Background: an optimization exercise with open tools, aiming at small area, a short achievable clock period and few clock cycles per item. Do not read the settings as production practice.
At most, simulation tests tie the RTL to the original design; equivalence was not proved.
Only the layout flow was run in run 4; the RTL was not checked for function there.
Power and IR drop assume default switching activity.

==> flow/design.v <==
module multdiv(data_operandA, data_operandB, ctrl_MULT, ctrl_DIV, clock, reset,
               data_result, data_exception, data_resultRDY);
    input [31:0] data_operandA, data_operandB;
    input ctrl_MULT, ctrl_DIV, clock, reset;
    output [31:0] data_result;
    output data_exception, data_resultRDY;
    reg st_first, st_mul, st_div, st_inc, done;
    reg mult, neg, prev, bzero, zres, big;
    reg [4:0] cnt, lB;
    reg [5:0] lA;
    reg [33:0] x, y;
    reg [31:0] z;
    reg s_y, s_2y, sub, cin, azero;
    wire start = ctrl_MULT | ctrl_DIV;
    function [5:0] slen;
        input [31:0] v;
        reg [31:0] hi;
        integer i;
        begin
            hi[31] = 1'b0;
            for (i = 30; i >= 0; i = i - 1)
                hi[i] = hi[i+1] | v[i+1];
            slen = 6'd0;
            for (i = 0; i < 32; i = i + 1)
                slen = slen | ((v[i] & ~hi[i]) ? i + 1 : 0);
        end
    endfunction
    wire sa = data_operandA[31], sb = data_operandB[31];
    wire [30:0] nA = data_operandA[30:0] ^ {31{sa}};
    wire [30:0] nB = data_operandB[30:0] ^ {31{sb}};
    wire [5:0] lA_in = slen((ctrl_DIV & sa) ? {nA, 1'b1} : {1'b0, nA});
    wire [5:0] lB_in = slen({1'b0, nB[30:1], nB[0] | ctrl_DIV});
    wire ys = y[33], zs = z[31];
    wire zlong = mult & ({1'b0, lB} > lA);
    wire bz = ~|z;
    wire [5:0] sdiff = lA - {1'b0, lB};
    wire dzero = bz | sdiff[5];
    wire [4:0] shamt = mult ? 5'd0 : sdiff[4:0];
    wire [33:0] opb = ({34{s_y}} & y) | ({34{s_2y}} & {y[32:0], 1'b0});
    wire [33:0] ax = azero ? 34'd0 : x;
    wire [33:0] sum = ax + (opb ^ {34{sub}}) + {33'd0, cin};
    wire qbit = ~sum[33];
    wire mswap = st_first & zlong;          
    wire dfirst = st_first & ~mult;
    wire mlast = (&z[31:1]) | ~|z[31:1];
    wire dlast = cnt == 5'd0;
    wire [31:0] qf = {z[30:0], qbit} ^ {32{neg}};
    wire [33:0] zal = {{2{zs}}, z} << shamt;
    wire [33:0] x_nx = (st_div & dlast)    ? {2'b00, qf} : sum;
    wire [33:0] y_nx = start               ? {{2{sa}}, data_operandA} :
                       st_div              ? {ys, y[33:1]} :
                       (dfirst | mswap)    ? zal : {y[31:0], 2'b00};
    wire [31:0] z_nx = start               ? data_operandB :
                       st_div              ? {z[30:0], qbit} :
                       dfirst              ? 32'd0 :
                       mswap               ? y[31:0] : {{2{zs}}, z[31:2]};
    wire prev_nx = ~start & ~mswap & z[1];
    wire z1n = start ? data_operandB[1] : mswap ? y[1] : z[3];
    wire z0n = start ? data_operandB[0] : mswap ? y[0] : z[2];
    wire pn  = ~start & ~mswap & z[1];
    wire d_one = z0n ^ pn;
    wire d_two = (z1n & ~z0n & ~pn) | (~z1n & z0n & pn);
    wire d_neg = z1n & ~(z0n & pn);
    wire dsub = ~(sum[33] ^ ys);            
    always @(posedge clock) begin
        x <= x_nx;
        y <= y_nx;
        z <= z_nx;
        prev <= prev_nx;
        azero <= start | mswap;
        if (start & ctrl_DIV) begin          
            s_y <= 1'b1; s_2y <= 1'b0; sub <= sa; cin <= sa;
        end else if (dfirst) begin           
            s_y <= 1'b1; s_2y <= 1'b0; sub <= ~zs; cin <= ~zs;
        end else if (st_div & dlast) begin   
            s_y <= 1'b0; s_2y <= 1'b0; sub <= 1'b0; cin <= 1'b1;
        end else if (st_div) begin
            s_y <= 1'b1; s_2y <= 1'b0; sub <= dsub; cin <= dsub;
        end else begin
            s_y <= d_one; s_2y <= d_two; sub <= d_neg; cin <= d_neg;
        end
        if (start) begin
            mult <= ctrl_MULT;
            neg  <= sa ^ sb;
            lA   <= lA_in;
            lB   <= lB_in[4:0];
        end
        if (st_first) begin
            big   <= (lA + {1'b0, lB}) > 6'd33;
            zres  <= dfirst & dzero;
            bzero <= bz;
            cnt   <= sdiff[4:0];
        end else if (st_div)
            cnt <= cnt - 5'd1;
    end
    always @(posedge clock) begin
        if (reset) begin
            st_first <= 1'b0;
            st_mul   <= 1'b0;
            st_div   <= 1'b0;
            st_inc   <= 1'b0;
            done     <= 1'b0;
        end else begin
            st_first <= start;
            st_mul   <= ~start & ((st_first & mult & (zlong | ~mlast)) | (st_mul & ~mlast));
            st_div   <= ~start & ((dfirst & ~dzero) | (st_div & ~dlast));
            st_inc   <= ~start & st_div & dlast & neg;
            done     <= ~start & ((st_first & mult & ~zlong & mlast) | (st_mul & mlast) |
                                  (dfirst & dzero) | (st_div & dlast & ~neg) | st_inc);
        end
    end
    assign data_resultRDY = done;
    assign data_result    = x[31:0] & {32{~zres}};
    assign data_exception = mult ? (big | ~((&x[33:31]) | ~|x[33:31])) : bzero;
endmodule
==> flow/flow/run.sh <==
#!/bin/bash
# Standard layout, with the ports buffered by a small plain buffer instead
# of the delay cell buffer_ports picks by default.
set -euo pipefail
bash standard.sh "BUFFER_PORTS_ARGS=-buffer_cell sky130_fd_sc_hd__buf_2" finish > standard.log 2>&1
==> flow/standard.sh <==
#!/bin/bash
# synth_recipe.tcl (not shown) runs the flow's synth.tcl, then flattens the netlist and writes it again
# the make line also repeats each setting of config.mk as NAME=value (left out here)
make -C /OpenROAD-flow-scripts/flow DESIGN_CONFIG=/design/flow/config.mk WORK_HOME=/design/flow/orfs CLKGATE_MAP_FILE= SYNTH_SCRIPT=/design/flow/synth_recipe.tcl "${@:-finish}"
==> flow/config.mk <==
export PLATFORM = sky130hd
export DESIGN_NAME = multdiv
export DESIGN_NICKNAME = multdiv
export VERILOG_FILES = /design/flow/design.v
export SDC_FILE = /design/flow/constraint.sdc
export NUM_CORES = 4
export LEC_CHECK = 0
export CAP_MARGIN = 20
export CORE_MARGIN = 2
export CORE_UTILIZATION = 40
export CTS_BUF_LIST = sky130_fd_sc_hd__clkbuf_4 sky130_fd_sc_hd__clkbuf_8
export CTS_CLUSTER_SIZE = 24
export SETUP_SLACK_MARGIN = 2.3
export SLEW_MARGIN = 20
==> flow/constraint.sdc <==
create_clock -name core_clock -period 6.0 [get_ports {clock}]
set_input_delay 1.2000 -clock core_clock [delete_from_list [all_inputs] [get_ports {clock}]]
set_output_delay 1.2000 -clock core_clock [all_outputs]
set_load 0.01 [all_outputs]
==> run summary, run 1 <==
- Worst path arrival time: roughly 3900 ps
- Pwr Total: 4.213 mW
- # rows: 63
- Multi-input gate area: 8708 um^2
- Maxcap violations: 0
- Max transition margin: 30.98%
- Pre-Repair DR Iteration Count: 6
- Fillers: 3003
- Number of synthesized flops with an enable pin: 23
- Reg-to-reg endpoint: s_2y
- Syn nets: ~1700
- DRC: 0
- GR Util All Layers: 27.15%
- Post-synthesis cell type count: 82
- Area leader, netlist: dfxtp_1
- CTS root buffer: clkbuf_8
- GR Util met2: 40.23%
- Ys Warns: 1
- Non-Filler Instances: 1984
- Leak pwr: 5.573 nW
- R2R depth: 11
- Die H: 178.6 um
- Max Fclk: 0.2808 GHz
- CP delay by family, top: compound AO/OA/AOI/OAI gates
- Crit path launch: lB[1]
- Compound-Gate Fraction of Synth Area: 24.67%
- Initial antenna violation count: 0
- Final wirelength: 43.81 mm
- DRT antenna net count: 0
- Outcome: finished clean
- CP max FO: 36
- I/O pin count: 102
- Sink Count: roughly 130
- Main synth FF type: dfxtp_1
- Hold Path End: done
- Inserted Clock Buffers: 17
- Worst-skew pair later-pin latency: 470 ps
- FF+latch count, synth: approximately 130
- Die W: 178.6 um
- Clk slew on worst S/H paths: 80 ps
- RSZ-0062 raised after global routing: no
- Critical path's slowest cell: edfxtp_1
- FF-to-FF setup slack: 2440 ps
- Worst EP required: 6330 ps
- FFs w/ async S/R, synth: 0%
- Grt met1 use: 39.36%
- Gr busiest metal: met2
- GPL Wtd Cong: 0.9994
- Met3 Use GR: 4.497%
- Hold_ws: roughly 540 ps
- Placed insts: between 1500 and 2000
- Share of layout cells above drive strength 1: between 10 and 15%
- Crit path largest cell delay: 540 ps
- TritonCTS clock tree: yes
- First DRT Iteration DRCs: 1637
- Input/output buffers: approximately 100
- Syn Area/Cell: 7.786 um^2
- Buffers and inverters on the worst path: 2
- Crit path cell chain: inv_1, fa_1, a21o_1, a21oi_2, o2111ai_4, buf_6, mux2i_1, a21oi_1, and3b_1, a21oi_1, nor4_1
- CP Class: reg2reg
- Largest family of logic cells by synthesized area: compound AO/OA/AOI/OAI gates
- Hold Crit Depth: 2
- Number of global-route vias before repair: 10830
- Hold_sp: st_inc
- Power density cells: 312.9 nW/um^2
- Peak supply drop: 0.1233 mV
- Adder-Cell Fraction of Synth Area: 5.271%
- Initial Util: 40.84%
- Fin crit period: 3561 ps
- RR Startpoint: lB[1]
- First-pass GRT wire length: 65.58 mm
- Finished Cell Area: 13460 um^2
- CTS Buffer Depth: 2
- Die area: about 32000 um^2
- Crit. End Element: flip-flop
- Mux contribution to synthesized area: 12.51%
- Fin. Hold Viols: 0
- Area Overhead vs Synth: 10.35%
- Hold Path Class: reg2reg
- Total gr overflow: 0
- Routed via count: 12060
- Largest net degree at the start of global routing: 63
- Period Utilization, post-route: 59.35%
- Most frequent cells in the layout: a21oi_1, nor2_1, nand2_1, dfxtp_1, buf_2
- H-tree levels: 4
- Detailed Place HPWL: between 30 and 40 mm
- Syn Inst Count: 1567
- Clk_skew: 18.06 ps
- Final setup viols: 0
- Slew Viols, Final: 0
- Vias per std cell: 6.078
- CORE AREA: between 20000 and 30000 um^2
- Fin Setup TNS: 0 ps
- Critical Path Source Type: flip-flop
- Post-Synth XOR/XNOR Area: 7.968%
- Top cells by area, synth: dfxtp_1, mux2i_1, a21oi_1
- Crit-path most repeated cell: a21oi_1
- Mapped Area: 12200 um^2
- Post-layout net count: about 1700
- Placement Cell Area: 12820 um^2
- Sequential element share of the synthesized area: 23.38%
- Antenna cell count: 0
- Worst Tran Pin Value: between 1000 and 1500 ps
- DR WL/cell: 22.08 um
- Post-Synth Simple-Gate Area: 19.86%
- Storage cell area: about 2900 um^2
- Most common cell after layout, fill and taps aside: a21oi_1
- Yosys top cell area share: 17.72%
## metrics by stage
step	setup WS, ps	util [%]
final	2439	45.06
after global routing	2323	45.06
after CTS	2300	44.51
after detailed placement	1821	42.91
after global placement	1843	42.91
after floorplan	2534	-
## registers in the layout, summed over array words and instances, names as in the netlist, 5 cells and up
signal  count
x          34
y          34
z          32
lA          6
cnt         5
lB          5
## synthesized netlist by cell type (11+ instances only)
cell type,count
a22oi_1,37
xnor2_1,63
a21oi_1,139
xor2_1,48
mux4_2,22
and3_1,12
mux2i_1,94
ha_1,45
dfxtp_1,108
nor2b_1,74
nor4_1,12
buf_2,17
nor3_1,35
buf_1,22
o21ai_0,92
o22ai_1,30
nor2_1,138
nand4_1,17
nand3_1,31
inv_1,52
nand2_1,129
a31oi_1,11
clkbuf_1,91
edfxtp_1,23
o31ai_1,11
a21o_1,16
o211ai_1,17
a211oi_1,17
nand2b_1,11
a221o_1,15
## repair_timing
action,in CTS,in global routing
gates cloned,0,2
endpoints found under the setup margin,20,37
resized for setup,9,18
setup buffers,0,10
hold buffers,0,0
pin swaps,0,3
## cell type report
type / instances / share of cell area, %
Inverter: 54 / 1.533
Tap cell: 390 / 3.625
Timing Repair Buffer: 131 / 5.613
Multi-Input combinational cell: 1246 / 64.68
Clock inverter: 10 / 1.097
Sequential cell: 131 / 21.29
Clock buffer: 22 / 2.156
## how the worst max path moves through the flow
stage	end	slack, ps	cells after the start
6_report	s_2y	2440	11
5_1_grt	x[28]	2320	14
4_1_cts	y[3]	2300	12
3_5_place_dp	lA[0]	1820	10
3_3_place_gp	lA[0]	1840	10
2_1_floorplan	x[30]	2530	16
## report_power, final
part / switching, mW / internal [mW] / total, mW
registers: 0.254 / 1.10 / 1.35
clock network: 0.401 / 0.459 / 0.859
logic: 1.12 / 0.886 / 2.00
total: 1.77 / 2.44 / 4.21
## routing by layer
| layer | share of wire, % | up-vias | wire length, um |
|---|---|---|---|
| met5 | 0 | - | 0 |
| li1 | - | 5738 | - |
| met1 | 44 | 5629 | 19480 |
| met3 | 9.3 | 84 | 4069 |
| met4 | 4.1 | 0 | 1785 |
| met2 | 42 | 608 | 18480 |
## worst register-to-register path, delay by kind of cell (launching register included)
family	cells	cell delay (ps)
compound gates	5	930
simple gates	2	600
flops	1	540
fa+ha+maj	1	510
buf+inv	2	450
mux	1	410
## logic make-up after synthesis
| group | Yosys count |
|---|---|
| AND/OR/NAND/NOR | 495 |
| flip-flops | 131 |
| XOR/XNOR | 111 |
| adder cells (fa/ha/maj) | 49 |
| buffers and inverters | 192 |
| multiplexers | 124 |
| AO/OA/AOI/OAI | 465 |
Testbench counts, summed over its fixed seeds: cycles 28,877, ops 3,200.
==> run 2, diff against run 1 <==
--- a/flow/config.mk
+++ b/flow/config.mk
@@ -10,5 +10,5 @@
 export CORE_UTILIZATION = 40
 export CTS_BUF_LIST = sky130_fd_sc_hd__clkbuf_4 sky130_fd_sc_hd__clkbuf_8
 export CTS_CLUSTER_SIZE = 24
-export SETUP_SLACK_MARGIN = 2.3
+export SETUP_SLACK_MARGIN = 2.9
 export SLEW_MARGIN = 20
==> run 2 against run 1 <==
Combinational power increased by 31%. Final area increased by 13%. Area after synthesis unchanged. Hold slack improved by 15 ps. Non-clock buffer count increased by 100. Die area unchanged.
==> run summary, run 2 <==
- R2R depth: 13 (+2)
- I/O pin count: 102 (unchanged)
- Die area: 31910 um^2 (unchanged)
- Pre-Repair DR Iteration Count: 6 (unchanged)
- CTS Buffer Depth: 2 (unchanged)
- Max Fclk: 0.3018 GHz (+7.5%)
- Yosys top cell area share: 17.72% (unchanged)
- Commonest cells in the synthesized netlist: a21oi_1, nor2_1, nand2_1, dfxtp_1, mux2i_1
- Worst EP required: 6360 ps (+30 ps)
- Largest net degree at the start of global routing: 94 (+49%)
- Post-layout net count: 1799 (+5.9%)
- Compound-Gate Fraction of Synth Area: 24.67% (unchanged)
- Count leader, synth: a21oi_1
- H-tree levels: 4 (unchanged)
- Clk slew on worst S/H paths: 90 ps (about the same)
- Post-Synth Simple-Gate Area: 19.86% (unchanged)
- Crit. End Element: flip-flop
- Sink Count: 131 (unchanged)
- FF+latch count, synth: 131 (unchanged)
- Number of synthesized flops with an enable pin: 23 (unchanged)
- Total gr overflow: 0 (unchanged)
- First-pass GRT wire length: 69.28 mm (+5.6%)
- Hold Path Class: reg2reg
- CORE AREA: 29870 um^2 (unchanged)
- Number of global-route vias before repair: 11620 (+7.3%)
- Post-synthesis cell type count: 82 (unchanged)
- Syn Inst Count: 1567 (unchanged)
- Adder-Cell Fraction of Synth Area: 5.271% (unchanged)
- Initial Util: 40.84% (unchanged)
- Routed via count: 12740 (+5.7%)
- Input/output buffers: 101 (unchanged)
- DR WL/cell: 22.44 um (+1.6%)
- Die H: 178.6 um (unchanged)
- Slew Viols, Final: 0 (unchanged)
- Mapped Area: 12200 um^2 (unchanged)
- Final setup viols: 0 (unchanged)
- Fin Setup TNS: 0 ps (unchanged)
- GR Util All Layers: 28.62% (+1.5 points)
- Multi-input gate area: 9404 um^2 (+8.0%)
- Share of layout cells above drive strength 1: 26.78% (+12 points)
- GPL Wtd Cong: 1.012 (+1.3%)
- TritonCTS clock tree: yes
- Most common cell after layout, fill and taps aside: nor2_1
- Power density cells: 310.9 nW/um^2 (-0.63%)
- Worst path arrival time: 3670 ps (-220 ps)
- Maxcap violations: 0 (unchanged)
- Die W: 178.6 um (unchanged)
- DRT antenna net count: 0 (unchanged)
- Hold Crit Depth: 2 (unchanged)
- Inserted Clock Buffers: 17 (unchanged)
- Leak pwr: 6.245 nW (+12%)
- Area Overhead vs Synth: 24.46%
- Vias per std cell: 6.112 (+0.56%)
- Main synth FF type: dfxtp_1
- CP max FO: 9 (-75%)
- Mux contribution to synthesized area: 12.51% (unchanged)
- Storage cell area: 2883 um^2 (+0.57%)
- # rows: 63 (unchanged)
- Fin crit period: 3313 ps (-247.7 ps)
- Max transition margin: 26.36% (-4.6 points)
- Syn nets: 1684 (unchanged)
- RSZ-0062 raised after global routing: yes
- Post-route core utilization: 50.83% (+5.8 points)
- Peak supply drop: 0.1413 mV (+15%)
- Fillers: 2842 (-5.4%)
- Detailed Place HPWL: 32.28 mm (-1.6%)
- Initial antenna violation count: 0 (unchanged)
- Sequential element share of the synthesized area: 23.38% (unchanged)
- Critical Path Source Type: flip-flop
- Final wirelength: 46.78 mm (+6.8%)
- Outcome: finished clean
- Area leader, netlist: dfxtp_1
- CTS root buffer: clkbuf_8
- Worst Tran Pin Value: 1099 ps (+63.37 ps)
- DRC: 0 (unchanged)
- Period Utilization, post-route: 55.22% (-4.1 points)
- Largest regs: x: 34 flops, y: 34 flops, z: 32 flops
- Most frequent cells in the layout: nor2_1, nand2_1, a21oi_1, buf_4, buf_2
- Syn Area/Cell: 7.786 um^2 (unchanged)
- Antenna cell count: 0 (unchanged)
- Top cells by area, synth: dfxtp_1, mux2i_1, a21oi_1
- CP Class: reg2reg
- Fin. Hold Viols: 0 (unchanged)
- Non-Filler Instances: 2085 (+5.1%)
- Placed insts: 1937 (-0.15%)
- First DRT Iteration DRCs: 1370 (-16%)
- Post-CTS Hold Buffers: 0 (unchanged)
- Clk_skew: 21.02 ps (+2.961 ps)
- Largest family of logic cells by synthesized area: compound AO/OA/AOI/OAI gates
- Ys Warns: 1 (unchanged)
- Post-Synth XOR/XNOR Area: 7.968% (unchanged)
- Worst-skew pair later-pin latency: 480 ps (about the same)
- FFs w/ async S/R, synth: 0% (unchanged)
-- run 2: cell counts after synthesis --
Identical to the previous run, type by type.
-- run 2: kinds of logic (layout without fill, tap and decap cells) --
kind of cell | count (synthesis) | count (layout)
and+or+nand+nor | 495 | 498
buffers and inverters | 192 | 317
muxes | 124 | 124
AOI/OAI and AO/OA | 465 | 465
adders and majority gates | 49 | 49
DFF | 131 | 131
xor gates and xnor gates | 111 | 111
-- run 2: final cells by class --
class / count / share of cell area [%]
inverters: 54 / 1.360
clock inverters: 14 / 0.8405
repair buffers: 231 / 12.08
multi-input cells: 1247 / 61.93
flip-flops and latches: 131 / 18.98
clock buffers: 18 / 1.590
well taps: 390 / 3.214
-- run 2: worst max-delay path: stages, from the launching register on --
cell and delay [ps]:
edfxtp_1 530, ha_2 250, inv_2 40, fa_2 530, nor2b_4 160, buf_12 160
bufbuf_16 270, mux4_2 330, nand2_1 90, nand2_1 50, o211ai_1 270, a311oi_1 160
a211oi_1 280, a21oi_1 70
-- run 2: power by group --
part	total (mW)	switching, mW	internal, mW
combinational	2.62	1.35	1.27
clock	0.760	0.422	0.338
sequential	1.34	0.243	1.10
total	4.72	2.02	2.70
-- run 2: what timing repair did --
item,CTS,global route
cloned,7,2
endpoints found under the setup margin,75,65
buffers inserted,63,43
resized for setup,152,70
pin swaps,48,54
hold endpoints to repair,0,0
-- run 2: metal layers --
layer	GRT usage (%)	part of all wire, %	up-vias
met5	0	0	-
met4	11.89	4.2	0
met3	6.223	9.1	100
met2	42.71	43	634
met1	39.78	44	6064
li1	-	-	5946
-- run 2: stage by stage --
| step | power, mW | hold WS (ps) | area [um^2] | worst slack (ps) |
|---|---|---|---|---|
| 6_report | 4.721 | 558.9 | 15180 | 2687 |
| 5_1_grt | 4.959 | 577.4 | 15180 | 2576 |
| 4_1_cts | 4.431 | 557.5 | 14440 | 2757 |
| 3_5_place_dp | 3.260 | 533.7 | 12830 | 1654 |
| 3_3_place_gp | 3.253 | 519.8 | 12820 | 1776 |
| 2_1_floorplan | 2.714 | 490.3 | 12240 | 2835 |
-- run 2: final timing paths --
kind                            startpoint  endpoint  slack (ps)
worst min-delay path                st_inc      done         560
worst max-delay path                 lB[0]     y[26]        2690
worst max register to register       lB[0]     y[26]        2690
worst min register to register      st_inc      done         560
==> run 3, diff against run 2 <==
--- a/flow/config.mk
+++ b/flow/config.mk
@@ -8,7 +8,5 @@
 export CAP_MARGIN = 20
 export CORE_MARGIN = 2
 export CORE_UTILIZATION = 40
-export CTS_BUF_LIST = sky130_fd_sc_hd__clkbuf_4 sky130_fd_sc_hd__clkbuf_8
-export CTS_CLUSTER_SIZE = 24
-export SETUP_SLACK_MARGIN = 2.9
+export SETUP_SLACK_MARGIN = 2.6
 export SLEW_MARGIN = 20
==> run 3 against run 2 <==
Still clean. Cell count shrank 3.8%. Routed wire length shrank 3.6%. Clock skew shrank 5.6 ps. Sequential share of layout area grew 1.3 points. Combinational power shrank 17%. Area after synthesis is the same. Flip-flop and latch count is the same. Via count shrank 3.4%. Count of clock-buffer cells in the layout grew 1. Global-route usage shrank 1.2 points. Synthesized cell count is the same. Non-clock buffer count shrank 80. Critical path type unchanged. Largest cell class unchanged.
==> run summary, run 3 <==
- Outcome: finished clean
- Antenna cell count: 0 (unchanged)
- GR Util All Layers: 27.38% (-1.2 points)
- Top cells by area, synth: dfxtp_1, mux2i_1, a21oi_1
- Multi-input gate area: 8971 um^2 (-4.6%)
- Area Overhead vs Synth: 16.17%
- Placed insts: 1935 (-0.10%)
- Count leader, synth: a21oi_1
- Final setup viols: 0 (unchanged)
- Mapped Area: 12200 um^2 (unchanged)
- First-pass GRT wire length: 66.26 mm (-4.4%)
- Clk slew on worst S/H paths: 60 ps (-30 ps)
- Die H: 178.6 um (unchanged)
- Max Fclk: 0.2905 GHz (-3.8%)
- Finished Cell Area: 14170 um^2 (-6.7%)
- Crit. End Element: flip-flop
- Worst-skew pair later-pin latency: 440 ps (-40 ps)
- Sequential element share of the synthesized area: 23.38% (unchanged)
- CTS Buffer Depth: 2 (unchanged)
- Die W: 178.6 um (unchanged)
- Ys Warns: 1 (unchanged)
- CP max FO: 18 (+9)
- Initial Util: 40.84% (unchanged)
- Detailed Place HPWL: 32.37 mm (+0.28%)
- Fin Setup TNS: 0 ps (unchanged)
- Storage cell area: 2882 um^2 (about the same)
- RSZ-0062 raised after global routing: yes
- Worst Tran Pin Value: 1011 ps (-88.08 ps)
- FFs w/ async S/R, synth: 0% (unchanged)
- Fin crit period: 3443 ps (+129.3 ps)
- Yosys top cell area share: 17.72% (unchanged)
- Main synth FF type: dfxtp_1
- DRC: 0 (unchanged)
- Placement Cell Area: 12790 um^2 (-0.31%)
- Post-CTS Hold Buffers: 0 (unchanged)
- I/O pin count: 102 (unchanged)
- Non-Filler Instances: 2005 (-3.8%)
- Post-route core utilization: 47.44% (-3.4 points)
- Largest net degree at the start of global routing: 57 (-39%)
- DR WL/cell: 22.49 um (+0.24%)
- CORE AREA: 29870 um^2 (unchanged)
- H-tree levels: 4 (unchanged)
- Syn Area/Cell: 7.786 um^2 (unchanged)
- Power density cells: 331.5 nW/um^2 (+6.6%)
- Area leader, netlist: dfxtp_1
- Slew Viols, Final: 0 (unchanged)
- CP Class: reg2reg
- First DRT Iteration DRCs: 1335 (-2.6%)
- Largest regs: x: 34 flops, y: 34 flops, z: 32 flops
- Routed via count: 12310 (-3.4%)
- Clk_skew: 15.38 ps (-5.641 ps)
- Number of synthesized flops with an enable pin: 23 (unchanged)
- Leak pwr: 5.792 nW (-7.3%)
- Maxcap violations: 0 (unchanged)
- Period Utilization, post-route: 57.38% (+2.2 points)
- Worst EP required: 6310 ps (-50 ps)
- # rows: 63 (unchanged)
- Input/output buffers: 101 (unchanged)
- DRT antenna net count: 0 (unchanged)
- Pwr Total: 4.699 mW (-0.49%)
- Post-synthesis cell type count: 82 (unchanged)
- Syn Inst Count: 1567 (unchanged)
- Fin. Hold Viols: 0 (unchanged)
- Sink Count: 131 (unchanged)
- Commonest cells in the synthesized netlist: a21oi_1, nor2_1, nand2_1, dfxtp_1, mux2i_1
- Most frequent cells in the layout: nor2_1, a21oi_1, nand2_1, buf_2, dfxtp_1
- Die area: 31910 um^2 (unchanged)
- Most common cell after layout, fill and taps aside: nor2_1
- Share of layout cells above drive strength 1: 18.39% (-8.4 points)
- Inserted Clock Buffers: 17 (unchanged)
- Peak supply drop: 0.2059 mV (+46%)
- Total gr overflow: 0 (unchanged)
- Worst path arrival time: 3750 ps (+80 ps)
- Final wirelength: 45.09 mm (-3.6%)
- FF+latch count, synth: 131 (unchanged)
- Post-layout net count: 1719 (-4.4%)
- Vias per std cell: 6.142 (+0.48%)
- GPL Wtd Cong: 1.007 (-0.49%)
- Initial antenna violation count: 0 (unchanged)
- CTS root buffer: clkbuf_16
- Critical Path Source Type: flip-flop
- Max transition margin: 32.63% (+6.3 points)
- Pre-Repair DR Iteration Count: 6 (unchanged)
- Number of global-route vias before repair: 10920 (-6.0%)
- TritonCTS clock tree: yes
- Fillers: 2931 (+3.1%)
- Hold Path Class: reg2reg
- Syn nets: 1684 (unchanged)
run 3: cell counts after synthesis:
Identical to the previous run, type by type.
run 3: final timing paths:
path	from	endpoint	slack, ps	depth (start not counted)
max	lB[0]	y[19]	2560	11
min	st_inc	done	550	2
max reg2reg	lB[0]	y[19]	2560	11
min reg2reg	st_inc	done	550	2
run 3: cells by family (layout without fill, tap and decap cells):
family	Yosys count	in the layout	synth area share [%]
AND/OR/NAND/NOR	495	498	19.86
AO/OA/AOI/OAI	465	465	24.67
buffers and inverters	192	237	6.327
flip-flops	131	131	23.38
multiplexers	124	124	12.51
XOR/XNOR	111	111	7.968
adder cells (fa/ha/maj)	49	49	5.271
run 3: metrics by stage:
| stage | hold WS, ps | worst slack, ps |
|---|---|---|
| floorplan | 490.3 | 2634 |
| global placement | 517.7 | 1868 |
| detailed placement | 541.3 | 1687 |
| CTS | 559.6 | 2609 |
| global route | 594.0 | 2501 |
| finish | 549.5 | 2557 |
run 3: cell type report:
class | count | area share, %
Sequential cell | 131 | 20.33
Timing Repair Buffer | 151 | 6.974
Multi-Input combinational cell | 1247 | 63.29
Clock buffer | 19 | 3.054
Inverter | 54 | 1.457
Tap cell | 390 | 3.443
Clock inverter | 13 | 1.448
run 3: repair_timing:
action                     in CTS  in global routing
resized for setup              45                 60
buffers inserted               10                 24
pin swaps                       3                  8
gates cloned                    2                  2
setup endpoints to repair      64                 46
run 3: per-layer routing:
metal	part of all wire [%]	global-route usage (%)	vias up
met5	0	0	-
met1	43	38.19	5804
met3	9.2	5.691	109
li1	-	-	5789
met4	4.4	10.26	0
met2	43	41.39	612
run 3: report_power, final:
part           switching (mW)  internal (mW)
Combinational            1.19          0.983
Sequential              0.255           1.10
Clock                   0.432          0.738
run 3: worst max-delay path: stages (launching register included):
cell,delay [ps]
edfxtp_1,520
ha_2,250
inv_1,50
fa_2,540
nor2b_4,340
buf_12,210
mux4_2,380
mux2i_1,270
mux2i_1,160
a221o_1,340
a21oi_1,140
o21ai_0,100
==> run 4, diff against run 3 <==
--- a/flow/design.v
+++ b/flow/design.v
@@ -5,9 +5,8 @@
     output [31:0] data_result;
     output data_exception, data_resultRDY;
     reg st_first, st_mul, st_div, st_inc, done;
-    reg mult, neg, prev, bzero, zres, big;
-    reg [4:0] cnt, lB;
-    reg [5:0] lA;
+    reg mult, neg, prev, bzero, zres, big, zlong, dzero;
+    reg [4:0] cnt, shamt;
     reg [33:0] x, y;
     reg [31:0] z;
     reg s_y, s_2y, sub, cin, azero;
@@ -28,14 +27,11 @@
     wire sa = data_operandA[31], sb = data_operandB[31];
     wire [30:0] nA = data_operandA[30:0] ^ {31{sa}};
     wire [30:0] nB = data_operandB[30:0] ^ {31{sb}};
-    wire [5:0] lA_in = slen((ctrl_DIV & sa) ? {nA, 1'b1} : {1'b0, nA});
-    wire [5:0] lB_in = slen({1'b0, nB[30:1], nB[0] | ctrl_DIV});
+    wire [5:0] lA = slen((ctrl_DIV & sa) ? {nA, 1'b1} : {1'b0, nA});
+    wire [5:0] lB = slen({1'b0, nB[30:1], nB[0] | ctrl_DIV});
+    wire bz = ~|data_operandB;
+    wire [5:0] sdiff = lA - lB;
     wire ys = y[33], zs = z[31];
-    wire zlong = mult & ({1'b0, lB} > lA);
-    wire bz = ~|z;
-    wire [5:0] sdiff = lA - {1'b0, lB};
-    wire dzero = bz | sdiff[5];
-    wire [4:0] shamt = mult ? 5'd0 : sdiff[4:0];
     wire [33:0] opb = ({34{s_y}} & y) | ({34{s_2y}} & {y[32:0], 1'b0});
     wire [33:0] ax = azero ? 34'd0 : x;
     wire [33:0] sum = ax + (opb ^ {34{sub}}) + {33'd0, cin};
@@ -80,15 +76,14 @@
             s_y <= d_one; s_2y <= d_two; sub <= d_neg; cin <= d_neg;
         end
         if (start) begin
-            mult <= ctrl_MULT;
-            neg  <= sa ^ sb;
-            lA   <= lA_in;
-            lB   <= lB_in[4:0];
-        end
-        if (st_first) begin
-            big   <= (lA + {1'b0, lB}) > 6'd33;
-            zres  <= dfirst & dzero;
+            mult  <= ctrl_MULT;
+            neg   <= sa ^ sb;
+            zlong <= ctrl_MULT & (lB > lA);
+            big   <= (lA + lB) > 6'd33;
+            dzero <= bz | sdiff[5];
+            zres  <= ctrl_DIV & (bz | sdiff[5]);
             bzero <= bz;
+            shamt <= ctrl_MULT ? 5'd0 : sdiff[4:0];
             cnt   <= sdiff[4:0];
         end else if (st_div)
             cnt <= cnt - 5'd1;
==> run 4 against run 3 <==
Still clean on timing, DRC and antenna. Hold slack worse by 65 ps. Flip-flop and latch count down 4. Area after synthesis down 1.7%. Total power down 0.31%. Core utilization up 3.2 points. Critical path type is now in2reg.
==> run summary, run 4 <==
- Grt met1 use: 39.59% (+1.4 points)
- Largest regs: x: 34 flops, y: 34 flops, z: 32 flops
- Final wirelength: 46.47 mm (+3.0%)
- Detailed Place HPWL: 31.92 mm (-1.4%)
- Syn Inst Count: 1601 (+2.2%)
- Non-Filler Instances: 2093 (+4.4%)
- Crit. End Element: flip-flop
- Top cells by area, synth: dfxtp_1, a21oi_1, nand2_1
- Outcome: finished clean
- Crit path cell chain: buf_2, or3_1, or3_4, o21ai_2, and2_4, nand2b_4, inv_2, a221o_1, a21oi_2, and4_1, ha_2, o21bai_4, a21oi_2, nor2_1, nor2_1, nor2_1, nor2_1, xnor2_1, nand2b_1, and2_1
- CORE AREA: 29560 um^2 (-1.1%)
- Pwr Total: 4.684 mW (-0.31%)
- Die W: 177.2 um (-0.81%)
- Die area: 31400 um^2 (-1.6%)
- Post-layout net count: 1808 (+5.2%)
- Worst path arrival time: 4030 ps (+280 ps)
- DRT antenna net count: 0 (unchanged)
- Pre-Repair DR Iteration Count: 6 (unchanged)
- Clk slew on worst S/H paths: 60 ps (about the same)
- Placed insts: 1980 (+2.3%)
- Final setup viols: 0 (unchanged)
- Power density cells: 313.1 nW/um^2 (-5.6%)
- Sequential element share of the synthesized area: 22.78% (-0.61 points)
- Share of layout cells above drive strength 1: 25.01% (+6.6 points)
- Commonest cells in the synthesized netlist: nand2_1, a21oi_1, nor2_1, o21ai_0, dfxtp_1
- Total gr overflow: 0 (unchanged)
- Slew Viols, Final: 0 (unchanged)
- H-tree levels: 4 (unchanged)
- Routed via count: 12860 (+4.4%)
- Clk_skew: 13.72 ps (-1.651 ps)
- Initial antenna violation count: 0 (unchanged)
- Ys Warns: 1 (unchanged)
- Vias per std cell: 6.144 (about the same)
- Sink Count: 127 (-3.1%)
- Die H: 177.2 um (-0.81%)
- Gr busiest metal: met2
- Syn Area/Cell: 7.494 um^2 (-3.7%)
- # rows: 63 (unchanged)
- Worst EP required: 6180 ps (-130 ps)
- First-pass GRT wire length: 69.69 mm (+5.2%)
- Crit path largest cell delay: 380 ps (-160 ps)
- Yosys top cell area share: 18.02% (+0.30 points)
- CTS root buffer: clkbuf_16
- Max Fclk: 0.2600 GHz (-10%)
- Most common cell after layout, fill and taps aside: nand2_1
- Area leader, netlist: dfxtp_1
- Mapped Area: 12000 um^2 (-1.7%)
- Number of global-route vias before repair: 11820 (+8.2%)
- Largest net degree at the start of global routing: 71 (+25%)
- FF+latch count, synth: 127 (-3.1%)
- Hold Path Class: reg2reg
- Max transition margin: 31.78% (-0.85 points)
- GPL Wtd Cong: 0.9588 (-4.8%)
- Leak pwr: 6.022 nW (+4.0%)
- Peak supply drop: 0.1593 mV (-23%)
- I/O pin count: 102 (unchanged)
- Count leader, synth: nand2_1
- Fin Setup TNS: 0 ps (unchanged)
- FFs w/ async S/R, synth: 0% (unchanged)
- TritonCTS clock tree: yes
- DR WL/cell: 22.20 um (-1.3%)
- Main synth FF type: dfxtp_1
- Critical Path Source Type: input pin
- Dpl ws: 994.1 ps (-692.8 ps)
- Post-route core utilization: 50.61% (+3.2 points)
- Maxcap violations: 0 (unchanged)
- Post-synthesis cell type count: 80 (-2.4%)
- Most frequent cells in the layout: nand2_1, a21oi_1, nor2_1, o21ai_0, buf_4
- Antenna cell count: 0 (unchanged)
- Critical path's slowest cell: or3_1
- Met3 Use GR: 5.412% (-0.28 points)
- Initial Util: 40.59% (-0.25 points)
- Syn nets: 1719 (+2.1%)
- RSZ-0062 raised after global routing: yes
- Number of synthesized flops with an enable pin: 19 (-17%)
- CP Class: in2reg
- Fin. Hold Viols: 0 (unchanged)
- Inserted Clock Buffers: 17 (unchanged)
- First DRT Iteration DRCs: 1662 (+24%)
- GR Util met2: 43.66% (+2.3 points)
- Period Utilization, post-route: 64.10% (+6.7 points)
- Crit-path most repeated cell: nor2_1
- DRC: 0 (unchanged)
- Fin crit period: 3846 ps (+403.6 ps)
- Slack of the critical path: 2154 ps (-403.6 ps)
- Worst-skew pair later-pin latency: 430 ps (about the same)
- GR Util All Layers: 29.02% (+1.6 points)
- Worst Tran Pin Value: 1021 ps (+10.25 ps)
- Input/output buffers: 101 (unchanged)
- CP max FO: 4 (-14)
- Area Overhead vs Synth: 24.69%
- CTS Buffer Depth: 2 (unchanged)
[run 4: cell types whose count changed in the layout (fill, tap and decap cells not counted), moves of 11 or more]
| cell | before | now |
|---|---|---|
| inv_1 | 51 | 36 |
| mux2i_2 | 12 | 0 |
| mux2i_1 | 75 | 36 |
| nand2_1 | 128 | 202 |
| o22ai_1 | 29 | 11 |
| buf_2 | 98 | 87 |
| o21ai_1 | 3 | 16 |
| buf_4 | 39 | 88 |
| a22oi_2 | 0 | 14 |
| a22oi_1 | 37 | 23 |
| nor2_1 | 137 | 112 |
[run 4: worst max-delay path: cells and delay by family]
kind	cells	cell delay, ps
AOI/OAI and AO/OA	5	590
xor gates and xnor gates	1	140
buffers and inverters	2	170
adders and majority gates	1	180
and+or+nand+nor	11	1710
[run 4: area by class of cell]
cell class / instances / area [um^2]
Clock buffer: 20 / 457.9
Tap cell: 390 / 488.0
Multi-Input combinational cell: 1296 / 9259
Sequential cell: 127 / 2779
Fill cell: 2841 / 14600
Clock inverter: 12 / 157.7
Inverter: 45 / 187.7
Timing Repair Buffer: 203 / 1632
[run 4: logic make-up after synthesis]
family,Yosys count,share of synthesized area [%]
compound gates,496,26.41
xor+xnor,107,7.936
fa+ha+maj,50,5.465
buf+inv,178,5.777
flops,127,22.78
mux,76,8.917
simple gates,567,22.72
[run 4: where the power goes]
part           internal [mW]  switching (mW)
combinational           1.06            1.19
clock                  0.682           0.423
sequential              1.07           0.251
[run 4: what timing repair did]
action / CTS / global route
hold buffers: 0 / 0
resized for setup: 128 / 89
setup buffers: 46 / 29
setup endpoints to repair: 83 / 26
cloned: 6 / 0
pin swaps: 55 / 66
[run 4: worst paths after layout]
| path | endpoint | cells past startpoint | from | slack, ps |
|---|---|---|---|---|
| worst max register to register | x[28] | 15 | s_y | 2630 |
| worst max-delay path | zres | 20 | data_operandB[25] | 2150 |
| worst min register to register | st_mul | 2 | st_mul | 480 |
| worst min-delay path | st_mul | 2 | st_mul | 480 |
[run 4: metal layers]
layer  wire length, um  share of wire [%]  up-vias
li1                  -                  -     5990
met1             19410                 42     6043
met2             20150                 43      713
met3              4434                9.5      114
met4              2479                5.3        0
met5                 0                  0        -
[run 4: through the flow]
| step | hold slack (ps) | instance area, um^2 |
|---|---|---|
| after detailed placement | 458.1 | 12710 |
| after CTS | 488.7 | 14350 |
| after floorplan | 437.5 | 12130 |
| final | 484.5 | 14960 |
| after global routing | 523.2 | 14960 |
| after global placement | 460.5 | 12710 |

## separate check: timing with driven ports
Ports are ideal in the flow. The routed layouts listed here were re-timed in OpenROAD.
Step 1 assumes that a clkbuf_16 drives the clock port and a buf_2 every other input.
Step 2 also shifts input and output timing later by t, the mid clock arrival at the registers, as if the neighbouring blocks saw the same clock.
Slacks: no drivers / after step 1 / after step 2; pairs: no drivers / after step 1.
run | shift t [ns] | slack for setup (ns) | worst setup path at the end | cell pins on the clock port's net
run 1 | 0.499 | 2.439 / 2.439 / 1.996 | input to register | 1
run 2 | 0.518 | 2.687 / 2.687 / 2.438 | input to register | 1
run 3 | 0.481 | 2.557 / 2.557 / 2.328 | input to register | 1
run 4 | 0.475 | 2.154 / 1.987 / 1.512 | input to register | 1
After both steps every run listed still meets setup and hold. For run 4, which loses most, drivers alone change the setup slack by -0.167 ns; drivers and shift together by -0.642 ns.
